Source: an optimization exercise on an open RTL-to-GDS flow (aim: small area and a short achievable clock period). Production flows keep margins and buffers that such runs may drop. At most, simulation tests tie the RTL to the original design; equivalence was not proved.

==> inputs of amber <==
Design gcd_top, start of the top module:
module gcd_top
#(
    parameter DATA_WIDTH = 16,
    parameter PIPELINE_DEPTH = 31
)(
    input wire                          Clk,
    input wire                          Reset,
    input wire                          Start,
    input wire  signed [DATA_WIDTH-1:0] A,
    input wire  signed [DATA_WIDTH-1:0] B,
    output wire signed [DATA_WIDTH-1:0] Result,
    output wire                         Done
);
wire [14:0] x0;
wire [14:0] y0;
wire [3:0] k0;
wire [14:0] x1;
wire [13:0] y1;
wire [3:0] k1;
wire [14:0] x2;
wire [13:0] y2;
wire [3:0] k2;
wire [14:0] x3;
wire [13:0] y3;
wire [3:0] k3;
wire [14:0] x4;
wire [13:0] y4;
wire [3:0] k4;
wire [14:0] x5;
wire [13:0] y5;
wire [3:0] k5;
wire [14:0] x6;
wire [13:0] y6;
wire [3:0] k6;
wire [14:0] x7;
wire [13:0] y7;
wire [3:0] k7;
wire [14:0] x8;
wire [13:0] y8;
wire [3:0] k8;
wire [14:0] x9;
wire [13:0] y9;
wire [3:0] k9;
wire [14:0] x10;
wire [13:0] y10;
wire [3:0] k10;
wire [14:0] x11;
wire [13:0] y11;
wire [3:0] k11;
wire [14:0] x12;
  ...
==> module gcd_input, before the edit <==
module gcd_input (
    input  wire        Clk,
    input  wire        Reset,
    input  wire        Start,
    input  wire [14:0] Ain,
    input  wire [14:0] Bin,
    output reg  [14:0] Xout,
    output reg  [14:0] Yout,
    output reg  [3:0]  Kout
);
wire [14:0] oi  = Ain | Bin;
wire        z8  = ~|oi[7:0];
wire        z4  = z8 ? ~|oi[11:8] : ~|oi[3:0];
wire [14:0] a8  = z8 ? {8'b0, Ain[14:8]} : Ain;
wire [14:0] b8  = z8 ? {8'b0, Bin[14:8]} : Bin;
reg  [14:0] a0, b0;
reg  [3:2]  k0;
reg         v0;
always @(posedge Clk or negedge Reset)
    if (!Reset)      v0 <= 1'b0;
    else if (Start)  v0 <= |oi;
always @(posedge Clk)
    if (Start) begin
        a0 <= z4 ? {4'b0, a8[14:4]} : a8;
        b0 <= z4 ? {4'b0, b8[14:4]} : b8;
        k0 <= {z8, z4};
    end
wire [14:0] o0  = a0 | b0;
wire        z2  = ~|o0[1:0];
wire        z1  = z2 ? ~o0[2] : ~o0[0];
wire [14:0] a2  = z2 ? {2'b0, a0[14:2]} : a0;
wire [14:0] b2  = z2 ? {2'b0, b0[14:2]} : b0;
wire [14:0] as  = z1 ? {1'b0, a2[14:1]} : a2;
wire [14:0] bs  = z1 ? {1'b0, b2[14:1]} : b2;
wire        aodd = as[0];
wire [14:0] ys  = aodd ? bs : as;
always @(posedge Clk or negedge Reset)
    if (!Reset) begin
        Xout[0] <= 1'b0;
        Yout[0] <= 1'b0;
    end else if (Start) begin
        Xout[0] <= v0;
        Yout[0] <= ys[0];
    end
always @(posedge Clk)
    if (Start) begin
        Xout[14:1] <= aodd ? as[14:1] : bs[14:1];
        Yout[14:1] <= ys[14:1];
        Kout       <= {k0, z2, z1};
    end
endmodule
==> module gcd_plc, before the edit <==
module gcd_plc #(
    parameter WYI = 14,
    parameter WYO = 14,
    parameter WXS = 15
)(
    input  wire           Clk,
    input  wire           Reset,
    input  wire           Start,
    input  wire [14:0]    Xin,
    input  wire [WYI-1:0] Yin,
    input  wire [3:0]     Kin,
    output reg  [14:0]    Xout,
    output reg  [WYO-1:0] Yout,
    output reg  [3:0]     Kout
);
localparam WP = WYI - 1;                  
localparam WQ = WXS - 1;                  
localparam W  = (WP > WQ) ? WP : WQ;
wire [W-1:0] p = Yin[WYI-1:1];
wire [W-1:0] q = Xin[WXS-1:1];
wire         yo = Yin[0];
wire [W-1:0] qm = q & {W{yo}};
wire [W-1:0] h = ~(p ^ qm);
wire [W-1:0] g = p & ~qm;
reg [W-1:0] gg, hh;
localparam DMAX = (W > 8) ? 8 : (W > 4) ? 4 : (W > 2) ? 2 : 1;
integer d, i;
always @* begin
    gg = g;
    hh = h;
    for (d = 1; d < W; d = d * 2) begin
        for (i = 2 * d - 1; i < W; i = i + 2 * d) begin
            gg[i] = gg[i] | (hh[i] & gg[i - d]);
            hh[i] = hh[i] & hh[i - d];
        end
    end
    for (d = DMAX / 2; d >= 1; d = d / 2)
        for (i = 3 * d - 1; i < W; i = i + 2 * d) begin
            gg[i] = gg[i] | (hh[i] & gg[i - d]);
            hh[i] = hh[i] & hh[i - d];
        end
end
wire [W:0]   c0 = {gg, 1'b0};             
wire [W:0]   c1 = {gg | hh, 1'b1};        
wire         ge = c1[W];                  
wire [W-1:0] yn = h ^ (ge ? c1[W-1:0] : ~c0[W-1:0]);
wire [14:0]  xs = Yin;
always @(posedge Clk or negedge Reset)
    if (!Reset) begin
        Xout[0] <= 1'b0;
        Yout[0] <= 1'b0;
    end else if (Start) begin
        Xout[0] <= Xin[0];
        Yout[0] <= yn[0];
    end
always @(posedge Clk)
    if (Start) begin
        Xout[14:1] <= ge ? Xin[14:1] : xs[14:1];
        Kout       <= Kin;
    end
generate
    if (WYO > 1) begin : yhi
        always @(posedge Clk)
            if (Start) Yout[WYO-1:1] <= yn[WYO-1:1];
    end
endgenerate
endmodule
==> module gcd_output, before the edit <==
module gcd_output (
    input  wire        Clk,
    input  wire        Reset,
    input  wire        Start,
    input  wire [14:0] Xin,
    input  wire [3:0]  Kin,
    output reg  [14:0] Pout,
    output reg         Done
);
reg  [14:0] r;
reg         v;
always @(posedge Clk or negedge Reset)
    if (!Reset)      v <= 1'b0;
    else if (Start)  v <= Xin[0];
always @(posedge Clk)
    if (Start)
        r <= Xin << Kin;
always @(posedge Clk or negedge Reset)
    if (!Reset) begin
        Pout <= 15'b0;
        Done <= 1'b0;
    end else if (Start && v) begin
        Pout <= r;
        Done <= 1'b1;
    end
endmodule
Settings: LEC_CHECK=0, ABC_AREA=1, CAP_MARGIN=20, CORE_MARGIN=2, CORE_UTILIZATION=60, CTS_CLUSTER_DIAMETER=100, CTS_CLUSTER_SIZE=25, PLACE_DENSITY=0.7, SETUP_SLACK_MARGIN=1.9, SLEW_MARGIN=20; clock period 4.5 ns.
run.sh (not shown) runs the stock make flow with config.mk's settings and CLKGATE_MAP_FILE= SYNTH_SCRIPT=/design/flow/synth_recipe.tcl, a recipe that flattens the netlist after the stock synthesis.
==> indigo (differences from amber) <==
--- a/flow/design.v
+++ b/flow/design.v
@@ -10,41 +10,47 @@
 );
-wire [14:0] oi  = Ain | Bin;
-wire        z8  = ~|oi[7:0];
-wire        z4  = z8 ? ~|oi[11:8] : ~|oi[3:0];
-wire [14:0] a8  = z8 ? {8'b0, Ain[14:8]} : Ain;
-wire [14:0] b8  = z8 ? {8'b0, Bin[14:8]} : Bin;
 reg  [14:0] a0, b0;
-reg  [3:2]  k0;
 reg         v0;
+reg  [14:0] a1, b1;
+reg  [3:2]  k1;
+reg         v1;
 always @(posedge Clk or negedge Reset)
     if (!Reset)      v0 <= 1'b0;
-    else if (Start)  v0 <= |oi;
+    else if (Start)  v0 <= |(Ain | Bin);
 always @(posedge Clk)
     if (Start) begin
-        a0 <= z4 ? {4'b0, a8[14:4]} : a8;
-        b0 <= z4 ? {4'b0, b8[14:4]} : b8;
-        k0 <= {z8, z4};
+        a0 <= Ain;
+        b0 <= Bin;
     end
 wire [14:0] o0  = a0 | b0;
-wire        z2  = ~|o0[1:0];
-wire        z1  = z2 ? ~o0[2] : ~o0[0];
-wire [14:0] a2  = z2 ? {2'b0, a0[14:2]} : a0;
-wire [14:0] b2  = z2 ? {2'b0, b0[14:2]} : b0;
-wire [14:0] as  = z1 ? {1'b0, a2[14:1]} : a2;
-wire [14:0] bs  = z1 ? {1'b0, b2[14:1]} : b2;
-wire        aodd = as[0];
-wire [14:0] ys  = aodd ? bs : as;
+wire        z8  = ~|o0[7:0];
+wire [14:0] o0s = z8 ? {8'b0, o0[14:8]} : o0;
+wire        z4  = ~|o0s[3:0];
+wire [3:2]  k1n = {z8, z4};
+wire [14:0] a0s = (z8 ? {8'b0, a0[14:8]} : a0);
+wire [14:0] b0s = (z8 ? {8'b0, b0[14:8]} : b0);
 always @(posedge Clk or negedge Reset)
-    if (!Reset) begin
-        Xout[0] <= 1'b0;
-        Yout[0] <= 1'b0;
-    end else if (Start) begin
-        Xout[0] <= v0;
-        Yout[0] <= ys[0];
-    end
+    if (!Reset)      v1 <= 1'b0;
+    else if (Start)  v1 <= v0;
 always @(posedge Clk)
     if (Start) begin
-        Xout[14:1] <= aodd ? as[14:1] : bs[14:1];
-        Yout[14:1] <= ys[14:1];
-        Kout       <= {k0, z2, z1};
+        a1 <= z4 ? {4'b0, a0s[14:4]} : a0s;
+        b1 <= z4 ? {4'b0, b0s[14:4]} : b0s;
+        k1 <= k1n;
+    end
+wire [14:0] o1  = a1 | b1;
+wire        z2  = ~|o1[1:0];
+wire [14:0] a1s = z2 ? {2'b0, a1[14:2]} : a1;
+wire [14:0] b1s = z2 ? {2'b0, b1[14:2]} : b1;
+wire        z1  = ~(a1s[0] | b1s[0]);
+wire [14:0] a2  = z1 ? {1'b0, a1s[14:1]} : a1s;
+wire [14:0] b2  = z1 ? {1'b0, b1s[14:1]} : b1s;
+wire        aodd = a2[0];
+always @(posedge Clk or negedge Reset)
+    if (!Reset)      Xout[0] <= 1'b0;
+    else if (Start)  Xout[0] <= v1;
+always @(posedge Clk)
+    if (Start) begin
+        Xout[14:1] <= aodd ? a2[14:1] : b2[14:1];
+        Yout       <= aodd ? b2 : a2;
+        Kout       <= {k1, z2, z1};
     end
@@ -99,9 +105,4 @@
 always @(posedge Clk or negedge Reset)
-    if (!Reset) begin
-        Xout[0] <= 1'b0;
-        Yout[0] <= 1'b0;
-    end else if (Start) begin
-        Xout[0] <= Xin[0];
-        Yout[0] <= yn[0];
-    end
+    if (!Reset)      Xout[0] <= 1'b0;
+    else if (Start)  Xout[0] <= Xin[0];
 always @(posedge Clk)
@@ -109,10 +110,5 @@
         Xout[14:1] <= ge ? Xin[14:1] : xs[14:1];
+        Yout       <= yn[WYO-1:0];
         Kout       <= Kin;
     end
-generate
-    if (WYO > 1) begin : yhi
-        always @(posedge Clk)
-            if (Start) Yout[WYO-1:1] <= yn[WYO-1:1];
-    end
-endgenerate
 endmodule
@@ -145,10 +141,3 @@
 );
-reg  [14:0] r;
-reg         v;
-always @(posedge Clk or negedge Reset)
-    if (!Reset)      v <= 1'b0;
-    else if (Start)  v <= Xin[0];
-always @(posedge Clk)
-    if (Start)
-        r <= Xin << Kin;
+wire [14:0] r = Xin << Kin;
 always @(posedge Clk or negedge Reset)
@@ -157,3 +146,3 @@
         Done <= 1'b0;
-    end else if (Start && v) begin
+    end else if (Start && Xin[0]) begin
         Pout <= r;
SETUP_SLACK_MARGIN = 1.75   (was 1.9)
==> raven (differences from amber) <==
--- a/flow/design.v
+++ b/flow/design.v
@@ -10,41 +10,47 @@
 );
-wire [14:0] oi  = Ain | Bin;
-wire        z8  = ~|oi[7:0];
-wire        z4  = z8 ? ~|oi[11:8] : ~|oi[3:0];
-wire [14:0] a8  = z8 ? {8'b0, Ain[14:8]} : Ain;
-wire [14:0] b8  = z8 ? {8'b0, Bin[14:8]} : Bin;
 reg  [14:0] a0, b0;
-reg  [3:2]  k0;
 reg         v0;
+reg  [14:0] a1, b1;
+reg  [3:2]  k1;
+reg         v1;
 always @(posedge Clk or negedge Reset)
     if (!Reset)      v0 <= 1'b0;
-    else if (Start)  v0 <= |oi;
+    else if (Start)  v0 <= |(Ain | Bin);
 always @(posedge Clk)
     if (Start) begin
-        a0 <= z4 ? {4'b0, a8[14:4]} : a8;
-        b0 <= z4 ? {4'b0, b8[14:4]} : b8;
-        k0 <= {z8, z4};
+        a0 <= Ain;
+        b0 <= Bin;
     end
 wire [14:0] o0  = a0 | b0;
-wire        z2  = ~|o0[1:0];
-wire        z1  = z2 ? ~o0[2] : ~o0[0];
-wire [14:0] a2  = z2 ? {2'b0, a0[14:2]} : a0;
-wire [14:0] b2  = z2 ? {2'b0, b0[14:2]} : b0;
-wire [14:0] as  = z1 ? {1'b0, a2[14:1]} : a2;
-wire [14:0] bs  = z1 ? {1'b0, b2[14:1]} : b2;
-wire        aodd = as[0];
-wire [14:0] ys  = aodd ? bs : as;
+wire        z8  = ~|o0[7:0];
+wire [14:0] o0s = z8 ? {8'b0, o0[14:8]} : o0;
+wire        z4  = ~|o0s[3:0];
+wire [3:2]  k1n = {z8, z4};
+wire [14:0] a0s = (z8 ? {8'b0, a0[14:8]} : a0);
+wire [14:0] b0s = (z8 ? {8'b0, b0[14:8]} : b0);
 always @(posedge Clk or negedge Reset)
-    if (!Reset) begin
-        Xout[0] <= 1'b0;
-        Yout[0] <= 1'b0;
-    end else if (Start) begin
-        Xout[0] <= v0;
-        Yout[0] <= ys[0];
-    end
+    if (!Reset)      v1 <= 1'b0;
+    else if (Start)  v1 <= v0;
+always @(posedge Clk)
+    if (Start) begin
+        a1 <= z4 ? {4'b0, a0s[14:4]} : a0s;
+        b1 <= z4 ? {4'b0, b0s[14:4]} : b0s;
+        k1 <= k1n;
+    end
+wire [14:0] o1  = a1 | b1;
+wire        z2  = ~|o1[1:0];
+wire [14:0] a1s = z2 ? {2'b0, a1[14:2]} : a1;
+wire [14:0] b1s = z2 ? {2'b0, b1[14:2]} : b1;
+wire        z1  = ~(a1s[0] | b1s[0]);
+wire [14:0] a2  = z1 ? {1'b0, a1s[14:1]} : a1s;
+wire [14:0] b2  = z1 ? {1'b0, b1s[14:1]} : b1s;
+wire        aodd = a2[0];
+always @(posedge Clk or negedge Reset)
+    if (!Reset)      Xout[0] <= 1'b0;
+    else if (Start)  Xout[0] <= v1;
 always @(posedge Clk)
     if (Start) begin
-        Xout[14:1] <= aodd ? as[14:1] : bs[14:1];
-        Yout[14:1] <= ys[14:1];
-        Kout       <= {k0, z2, z1};
+        Xout[14:1] <= aodd ? a2[14:1] : b2[14:1];
+        Yout       <= aodd ? b2 : a2;
+        Kout       <= {k1, z2, z1};
     end
@@ -71,9 +77,6 @@
 wire [W-1:0] q = Xin[WXS-1:1];
-wire         yo = Yin[0];
-wire [W-1:0] qm = q & {W{yo}};
-wire [W-1:0] h = ~(p ^ qm);
-wire [W-1:0] g = p & ~qm;
+wire [W-1:0] h = ~(p ^ q);
+wire [W-1:0] g = p & ~q;
 reg [W-1:0] gg, hh;
-localparam DMAX = (W > 8) ? 8 : (W > 4) ? 4 : (W > 2) ? 2 : 1;
-integer d, i;
+integer lv, i;
 always @* begin
@@ -81,13 +84,8 @@
     hh = h;
-    for (d = 1; d < W; d = d * 2) begin
-        for (i = 2 * d - 1; i < W; i = i + 2 * d) begin
-            gg[i] = gg[i] | (hh[i] & gg[i - d]);
-            hh[i] = hh[i] & hh[i - d];
-        end
-    end
-    for (d = DMAX / 2; d >= 1; d = d / 2)
-        for (i = 3 * d - 1; i < W; i = i + 2 * d) begin
-            gg[i] = gg[i] | (hh[i] & gg[i - d]);
-            hh[i] = hh[i] & hh[i - d];
-        end
+    for (lv = 1; lv < W; lv = lv * 2)
+        for (i = 0; i < W; i = i + 1)
+            if ((i / lv) % 2 == 1) begin
+                gg[i] = gg[i] | (hh[i] & gg[(i / lv) * lv - 1]);
+                hh[i] = hh[i] & hh[(i / lv) * lv - 1];
+            end
 end
@@ -96,23 +94,15 @@
 wire         ge = c1[W];                  
-wire [W-1:0] yn = h ^ (ge ? c1[W-1:0] : ~c0[W-1:0]);
-wire [14:0]  xs = Yin;
+wire [W-1:0] ad = h ^ (ge ? c1[W-1:0] : ~c0[W-1:0]);
+wire         yo = Yin[0];
+wire [W-1:0]  yn = yo ? ad : p;
+wire [14:0]   xs = Yin;
 always @(posedge Clk or negedge Reset)
-    if (!Reset) begin
-        Xout[0] <= 1'b0;
-        Yout[0] <= 1'b0;
-    end else if (Start) begin
-        Xout[0] <= Xin[0];
-        Yout[0] <= yn[0];
-    end
+    if (!Reset)      Xout[0] <= 1'b0;
+    else if (Start)  Xout[0] <= Xin[0];
 always @(posedge Clk)
     if (Start) begin
-        Xout[14:1] <= ge ? Xin[14:1] : xs[14:1];
+        Xout[14:1] <= (yo & ~ge) ? xs[14:1] : Xin[14:1];
+        Yout       <= yn[WYO-1:0];
         Kout       <= Kin;
     end
-generate
-    if (WYO > 1) begin : yhi
-        always @(posedge Clk)
-            if (Start) Yout[WYO-1:1] <= yn[WYO-1:1];
-    end
-endgenerate
 endmodule
@@ -145,10 +135,3 @@
 );
-reg  [14:0] r;
-reg         v;
-always @(posedge Clk or negedge Reset)
-    if (!Reset)      v <= 1'b0;
-    else if (Start)  v <= Xin[0];
-always @(posedge Clk)
-    if (Start)
-        r <= Xin << Kin;
+wire [14:0] r = Xin << Kin;
 always @(posedge Clk or negedge Reset)
@@ -157,3 +140,3 @@
         Done <= 1'b0;
-    end else if (Start && v) begin
+    end else if (Start && Xin[0]) begin
         Pout <= r;
CTS_CLUSTER_DIAMETER = default   (was 100)
CTS_CLUSTER_SIZE = default   (was 25)
SETUP_SLACK_MARGIN = 2.3   (was 1.9)
==> sierra (differences from amber) <==
--- a/flow/design.v
+++ b/flow/design.v
@@ -10,41 +10,47 @@
 );
-wire [14:0] oi  = Ain | Bin;
-wire        z8  = ~|oi[7:0];
-wire        z4  = z8 ? ~|oi[11:8] : ~|oi[3:0];
-wire [14:0] a8  = z8 ? {8'b0, Ain[14:8]} : Ain;
-wire [14:0] b8  = z8 ? {8'b0, Bin[14:8]} : Bin;
 reg  [14:0] a0, b0;
-reg  [3:2]  k0;
 reg         v0;
+reg  [14:0] a1, b1;
+reg  [3:2]  k1;
+reg         v1;
 always @(posedge Clk or negedge Reset)
     if (!Reset)      v0 <= 1'b0;
-    else if (Start)  v0 <= |oi;
+    else if (Start)  v0 <= |(Ain | Bin);
 always @(posedge Clk)
     if (Start) begin
-        a0 <= z4 ? {4'b0, a8[14:4]} : a8;
-        b0 <= z4 ? {4'b0, b8[14:4]} : b8;
-        k0 <= {z8, z4};
+        a0 <= Ain;
+        b0 <= Bin;
     end
 wire [14:0] o0  = a0 | b0;
-wire        z2  = ~|o0[1:0];
-wire        z1  = z2 ? ~o0[2] : ~o0[0];
-wire [14:0] a2  = z2 ? {2'b0, a0[14:2]} : a0;
-wire [14:0] b2  = z2 ? {2'b0, b0[14:2]} : b0;
-wire [14:0] as  = z1 ? {1'b0, a2[14:1]} : a2;
-wire [14:0] bs  = z1 ? {1'b0, b2[14:1]} : b2;
-wire        aodd = as[0];
-wire [14:0] ys  = aodd ? bs : as;
+wire        z8  = ~|o0[7:0];
+wire [14:0] o0s = z8 ? {8'b0, o0[14:8]} : o0;
+wire        z4  = ~|o0s[3:0];
+wire [3:2]  k1n = {z8, z4};
+wire [14:0] a0s = (z8 ? {8'b0, a0[14:8]} : a0);
+wire [14:0] b0s = (z8 ? {8'b0, b0[14:8]} : b0);
 always @(posedge Clk or negedge Reset)
-    if (!Reset) begin
-        Xout[0] <= 1'b0;
-        Yout[0] <= 1'b0;
-    end else if (Start) begin
-        Xout[0] <= v0;
-        Yout[0] <= ys[0];
-    end
+    if (!Reset)      v1 <= 1'b0;
+    else if (Start)  v1 <= v0;
 always @(posedge Clk)
     if (Start) begin
-        Xout[14:1] <= aodd ? as[14:1] : bs[14:1];
-        Yout[14:1] <= ys[14:1];
-        Kout       <= {k0, z2, z1};
+        a1 <= z4 ? {4'b0, a0s[14:4]} : a0s;
+        b1 <= z4 ? {4'b0, b0s[14:4]} : b0s;
+        k1 <= k1n;
+    end
+wire [14:0] o1  = a1 | b1;
+wire        z2  = ~|o1[1:0];
+wire [14:0] a1s = z2 ? {2'b0, a1[14:2]} : a1;
+wire [14:0] b1s = z2 ? {2'b0, b1[14:2]} : b1;
+wire        z1  = ~(a1s[0] | b1s[0]);
+wire [14:0] a2  = z1 ? {1'b0, a1s[14:1]} : a1s;
+wire [14:0] b2  = z1 ? {1'b0, b1s[14:1]} : b1s;
+wire        aodd = a2[0];
+always @(posedge Clk or negedge Reset)
+    if (!Reset)      Xout[0] <= 1'b0;
+    else if (Start)  Xout[0] <= v1;
+always @(posedge Clk)
+    if (Start) begin
+        Xout[14:1] <= aodd ? a2[14:1] : b2[14:1];
+        Yout       <= aodd ? b2 : a2;
+        Kout       <= {k1, z2, z1};
     end
@@ -99,9 +105,4 @@
 always @(posedge Clk or negedge Reset)
-    if (!Reset) begin
-        Xout[0] <= 1'b0;
-        Yout[0] <= 1'b0;
-    end else if (Start) begin
-        Xout[0] <= Xin[0];
-        Yout[0] <= yn[0];
-    end
+    if (!Reset)      Xout[0] <= 1'b0;
+    else if (Start)  Xout[0] <= Xin[0];
 always @(posedge Clk)
@@ -109,10 +110,5 @@
         Xout[14:1] <= ge ? Xin[14:1] : xs[14:1];
+        Yout       <= yn[WYO-1:0];
         Kout       <= Kin;
     end
-generate
-    if (WYO > 1) begin : yhi
-        always @(posedge Clk)
-            if (Start) Yout[WYO-1:1] <= yn[WYO-1:1];
-    end
-endgenerate
 endmodule
@@ -145,10 +141,3 @@
 );
-reg  [14:0] r;
-reg         v;
-always @(posedge Clk or negedge Reset)
-    if (!Reset)      v <= 1'b0;
-    else if (Start)  v <= Xin[0];
-always @(posedge Clk)
-    if (Start)
-        r <= Xin << Kin;
+wire [14:0] r = Xin << Kin;
 always @(posedge Clk or negedge Reset)
@@ -157,3 +146,3 @@
         Done <= 1'b0;
-    end else if (Start && v) begin
+    end else if (Start && Xin[0]) begin
         Pout <= r;
CORE_UTILIZATION = 70   (was 60)
PLACE_DENSITY = 0.8   (was 0.7)
SETUP_SLACK_MARGIN = 1.8   (was 1.9)
==> flow_summary.toml <==
[clock_network]
clock-sinks = 965
numCtsBuffers = 46
postCtsSetupBuffers = 40
path_clk_slew_ns = 0.10

[status]
status = "timing/DRC/antenna clean"

[grt]
grt_max_degree = 206
met3_usage = 0.02131

[setup_path]
crit_fanout = 7
timing.rr.end = "step16.Yout[1]$_DFFE_PP_"
critical-path-max-stage-delay_ns = 0.48
r2r_slack_ns = 1.86

[synthesis]
synthCells = 6636

[route]
wl_met2_mm = 55.38
drt-total-wl_mm = 110.2
drt-wirelength-per-cell_um = 13.86

[die]
nWellTaps = 1254

[timing]
max-slew-margin-rel = 0.2732
worst_slack_ns = 1.855

[cells_and_area]
design.seq.count = 965
(the above is from indigo)
==> flow_summary.toml <==
[cells_and_area]
ff_latch_area_sq_um = 28740
final_common_cell = "nand2_1"
design.seq.count = 965

[route]
drt-total-wl_mm = 191.2
wl_met2_mm = 93.21
drt-wirelength-per-cell_um = 20.30

[grt]
grt_usage = 0.2867
met3_usage = 0.03723

[timing]
max-slew-margin-rel = 0.2735
worst_slack_ns = 2.011

[clock_network]
path_clk_slew_ns = 0.07
clock-sinks = 965
numCtsBuffers = 104

[setup_path]
critical-path-max-stage-delay_ns = 0.47
r2r_slack_ns = 2.01
crit_start = "step11.Xout[8]$_DFFE_PP_"
timing.rr.end = "step12.Yout[9]$_DFFE_PP_"

[synthesis]
synthCells = 7242

[status]
status = "timing/DRC/antenna clean"

[die]
nWellTaps = 1287
(the above is from raven)
==> flow_summary.toml <==
[timing]
worst_slack_ns = 1.911
max-slew-margin-rel = 0.2783

[grt]
met3_usage = 0.02068
grt_max_degree = 204

[clock_network]
numCtsBuffers = 46
clock-sinks = 950

[synthesis]
synthCells = 6632

[route]
wl_met2_mm = 57.35

[setup_path]
r2r_slack_ns = 1.91

[status]
status = "timing/DRC/antenna clean"

[cells_and_area]
design.seq.count = 950
(the above is from amber)
==> flow_summary.toml <==
[clock_network]
path_clk_slew_ns = 0.11
postCtsSetupBuffers = 52
numCtsBuffers = 45

[timing]
worst_slack_ns = 1.851
max-slew-margin-rel = 0.2493

[setup_path]
critical-path-max-stage-delay_ns = 0.44
timing.rr.end = "step15.Xout[1]$_DFFE_PP_"
r2r_slack_ns = 1.85

[route]
drt-total-wl_mm = 116.3
drt-wirelength-per-cell_um = 14.95
wl_met2_mm = 58.93

[grt]
met3_usage = 0.02413
grt_max_degree = 199

[status]
status = "timing/DRC/antenna clean"
(the above is from sierra)
The RTL of raven was laid out without a check of its function.

port drivers added, routing unchanged:
The results above use ideal ports. As a check the final layouts listed here were re-extracted and re-timed, cells and wires unchanged.
Step 1 assumes that a clkbuf_16 drives the clock port and a buf_2 every other input.
Step 2 adds t to the input delays and takes it off the output delays; t is the mean of the earliest and latest rising clock arrival at the registers after step 1. Input paths then give back, and output paths get back, about the clock's delay inside the block.
Slacks: ideal / step 1 / step 2; pairs: ideal / step 1.
run	t, ns	slack for setup (ns)	worst data-port slew with drivers (ns)
amber	0.710	1.911 / 1.911 / 1.358	0.05
indigo	0.704	1.855 / 1.855 / 1.470	0.05
raven	0.780	2.011 / 2.011 / 1.585	0.05
sierra	0.701	1.851 / 1.851 / 1.420	0.05
After both steps every run listed still meets setup and hold. For amber, which loses most, drivers alone change the setup slack by 0.000 ns; drivers and shift together by -0.553 ns.
